What follows belongs to an exercise in optimizing a design on an open flow for small area and a short achievable clock period; a production flow would make more cautious choices. At most, simulation tests tie the RTL to the original design; equivalence was not proved. Power and IR-drop figures of this design are not reliable: the tool's default activity estimate is inflated in some of its runs.

==> run E: inputs <==
## fft_complex_compute
module fft_complex_compute #(
  parameter DATA_WIDTH = 32
) (
  input  logic clk,
  input  logic [DATA_WIDTH-1:0] x_N,
  input  logic [DATA_WIDTH-1:0] x_M,
  input  logic [DATA_WIDTH-1:0] w_N,
  output logic [DATA_WIDTH-1:0] y_N,
  output logic [DATA_WIDTH-1:0] y_M
);
  logic [15:0] ar, ai, wr, wi;
  logic [15:0] ar2, ai2;
  logic [15:0] ynr, yni, ymr, ymi;
  logic [7:0] br_neg, br_one, br_two;
  logic [7:0] bi_neg, bi_one, bi_two;
  logic pp1;
  logic pp2;
  logic pp3;
  logic pp4;
  logic pp5;
  logic pp6;
  logic pp7;
  logic pp8;
  logic pp9;
  logic pp10;
  logic pp11;
  logic pp12;
  logic pp13;
  logic pp14;
  logic pp15;
  logic pp16;
  logic pp17;
  logic pp18;
  logic pp19;
  logic pp20;
  logic pp21;
  logic pp22;
  logic pp23;
  logic pp24;
  logic pp25;
  logic pp26;
  logic pp27;
  logic pp28;
  logic pp29;
  logic pp30;
  logic pp31;
  logic pp32;
  logic pp33;
  logic pp34;
  logic pp35;
  logic pp36;
  logic pp37;
  logic pp38;
  logic pp39;
  logic pp40;
  ...
clock: 8.0 ns
lec_check: 0
abc_area: 1
cap_margin: 20
core_margin: 2
core_utilization: 60
place_density: 0.7
setup_slack_margin: 4.5
slew_margin: 20
synth_hierarchical: 1
synth_minimum_keep_size: 0
run.sh (not shown) runs the stock make flow with config.mk's settings and CLKGATE_MAP_FILE= SYNTH_SCRIPT=/design/flow/synth_recipe.tcl, a recipe that flattens the netlist after the stock synthesis.
==> run C: changes against run E <==
CORE_UTILIZATION = 40   (was 60)
PLACE_DENSITY = unset   (was 0.7)
==> run X: changes against run E <==
CORE_UTILIZATION = 40   (was 60)
PLACE_DENSITY = unset   (was 0.7)
SETUP_SLACK_MARGIN = 5.0   (was 4.5)
==> comparison <==
Run E finished with timing, DRC and antenna clean. Run X completed with no timing, DRC or antenna violations. Run C finished with timing, DRC and antenna clean. In run C the die area is larger than in run E, by 49%. Worst hold slack: run E > run C > run X. Total power: run C < run E < run X. Between run C and run E, the lower worst setup slack is in run E (gap 0.032 ns). In combinational power, run C and run E hardly differ. Clock power is about the same in run C and run X. In run C the fmax is smaller than in run X, by about 4.6%.
==> figures <==
| item | run E | run X | run C |
|---|---|---|---|
| Rows | 84 | 103 | 103 |
| Peak Freq | 283.1 MHz | 299.6 MHz | 285.7 MHz |
| Power share of the sequential group | 10.6% | 8.2% | 10.6% |
| DIE WIDTH | 234.6 microns | 286.5 microns | 286.5 microns |
| Clock-pin transition on the worst setup and hold timing paths | 0.06 ns | 0.07 ns | 0.06 ns |
| Count of cells resized by post-cts repair | 47 | 631 | 59 |
| Topmost layer with routed signal wires | met4 | met5 | met5 |
| Fraction of final layout cells sized beyond drive strength 1 | 7.261% | 29.73% | 8.502% |
| Diodes inserted | 1 | 0 | 0 |
| Combinational gate power | 23.0 mW | 31.2 mW | 22.8 mW |
| Via count of the first global-routing pass | 26,100 | 27,320 | 25,500 |
| Clock Skews | 0.03701 ns | 0.02649 ns | 0.02504 ns |
| Final Critical Period | 3.533 ns | 3.338 ns | 3.501 ns |
| Run status | complete, no violations | complete, no violations | complete, no violations |
| Global placer's final weighted congestion | 1.017 | 0.9340 | 0.9536 |
| Area post-placement | 0.03338 sq mm | 0.03401 sq mm | 0.03381 sq mm |


==> run a: inputs <==
Another version of the RTL of fft_complex_compute (not shown whole).
// fft_complex_compute
module fft_complex_compute #(
  parameter DATA_WIDTH = 32
) (
  input  logic clk,
  input  logic [DATA_WIDTH-1:0] x_N,
  input  logic [DATA_WIDTH-1:0] x_M,
  input  logic [DATA_WIDTH-1:0] w_N,
  output logic [DATA_WIDTH-1:0] y_N,
  output logic [DATA_WIDTH-1:0] y_M
);
export LEC_CHECK = 0
export ABC_AREA = 1
export CAP_MARGIN = 20
export CORE_MARGIN = 2
export CORE_UTILIZATION = 40
export SETUP_SLACK_MARGIN = 3.5
export SLEW_MARGIN = 20
export SYNTH_HIERARCHICAL = 1
export SYNTH_MINIMUM_KEEP_SIZE = 0
create_clock -name core_clock -period 8.0 [get_ports {clk}]
==> inputs of run b, as changes to run a <==
Settings changed: SETUP_SLACK_MARGIN 3.5 to 4.2.
==> inputs of run c, as changes to run a <==
Settings changed: SETUP_SLACK_MARGIN 3.5 to unset.
==> notes.md <==
Power consumption: run a 16.61 mW; run c 16.49 mW; run b 17.57 mW
Post-synthesis to final-layout area growth: run a 14.57%; run c 11.56%; run b 24.20%
Post-detail-place hpwl: run a 71.03 mm; run c 71.03 mm; run b 69.22 mm
Iter 0 DRT Violations: run a 2526; run c 2385; run b 3010
Power density over the cells: run a 473.9 mW/mm^2; run c 483.2 mW/mm^2; run b 462.4 mW/mm^2
Least-Margin Pin Slew: run a 0.7844 ns; run c 1.009 ns; run b 1.250 ns
Number of buffers added for setup after CTS: run a 52; run c 0; run b 65
Part of the power in combinational logic: run a 0.758; run c 0.756; run b 0.778
Reported leakage power: run a 15.63 nW; run c 15.37 nW; run b 16.56 nW
Storage cell area: run a 0.005537 sq mm; run c 0.005497 sq mm; run b 0.005577 sq mm
Logic inverters: run a 372; run c 372; run b 373
R2R Path End: run a dsr[4]; run c dsi[4]; run b dsi[4]
Reported combinational group power: run a 12.6 mW; run c 12.5 mW; run b 13.7 mW
Vias in the first global route: run a 25.13k; run c 24.76k; run b 26.05k
Finished Cell Area: run a 0.03505 sq mm; run c 0.03413 sq mm; run b 0.03800 sq mm
Minimum clock period after layout: run a 4.487 ns; run c 5.380 ns; run b 4.361 ns
Result of the run: run a complete, no violations; run c complete, no violations; run b complete, no violations
Clock skew after layout: run a 0.03433 ns; run c 0.03139 ns; run b 0.02662 ns
Switching power total: run a 8.210 mW; run c 8.160 mW; run b 8.636 mW
CP max stage cell: run a sky130_fd_sc_hd__fa_1; run c sky130_fd_sc_hd__dfxtp_1; run b sky130_fd_sc_hd__fa_2
Clock buffer cells: run a 46; run c 46; run b 49
Final Hold Slack: run a 0.3222 ns; run c 0.3225 ns; run b 0.3162 ns
Maximum single-stage delay on the critical path: run a 0.55 ns; run c 0.91 ns; run b 0.58 ns
RSZ-0062 raised after global routing: run a yes; run c no; run b yes
Number of vias per cell: run a 5.617; run c 5.640; run b 5.797
No run of this note included a check of the RTL's function; only the layout flow was run.

[static timing again, ports no longer ideal]
How much do the figures lean on ideal ports? The routed layouts below were timed once more, with nothing changed but the port constraints.
Step 1, drivers: a clkbuf_16 drives clk and a buf_2 each remaining input, both assumed.
Step 2 times the ports against the registers' clock, not the clock port: input delays grow and output delays shrink by t, the midpoint of the rising clock arrivals with the driver on.
a / b / c = ideal ports / drivers / drivers and shift; a / b = the first two.
run	t, ns	setup WS [ns]	worst setup path at the end
run E of note 1	0.637	4.467 / 4.467 / 4.467	register to register
run C of note 1	0.647	4.499 / 4.499 / 4.499	register to register
run X of note 1	0.650	4.662 / 4.662 / 4.662	register to register
run a of note 2	0.639	3.513 / 3.513 / 3.513	register to register
run b of note 2	0.639	3.639 / 3.639 / 3.639	register to register
run c of note 2	0.629	2.620 / 2.620 / 2.620	register to register
After both steps every run listed still meets setup and hold.
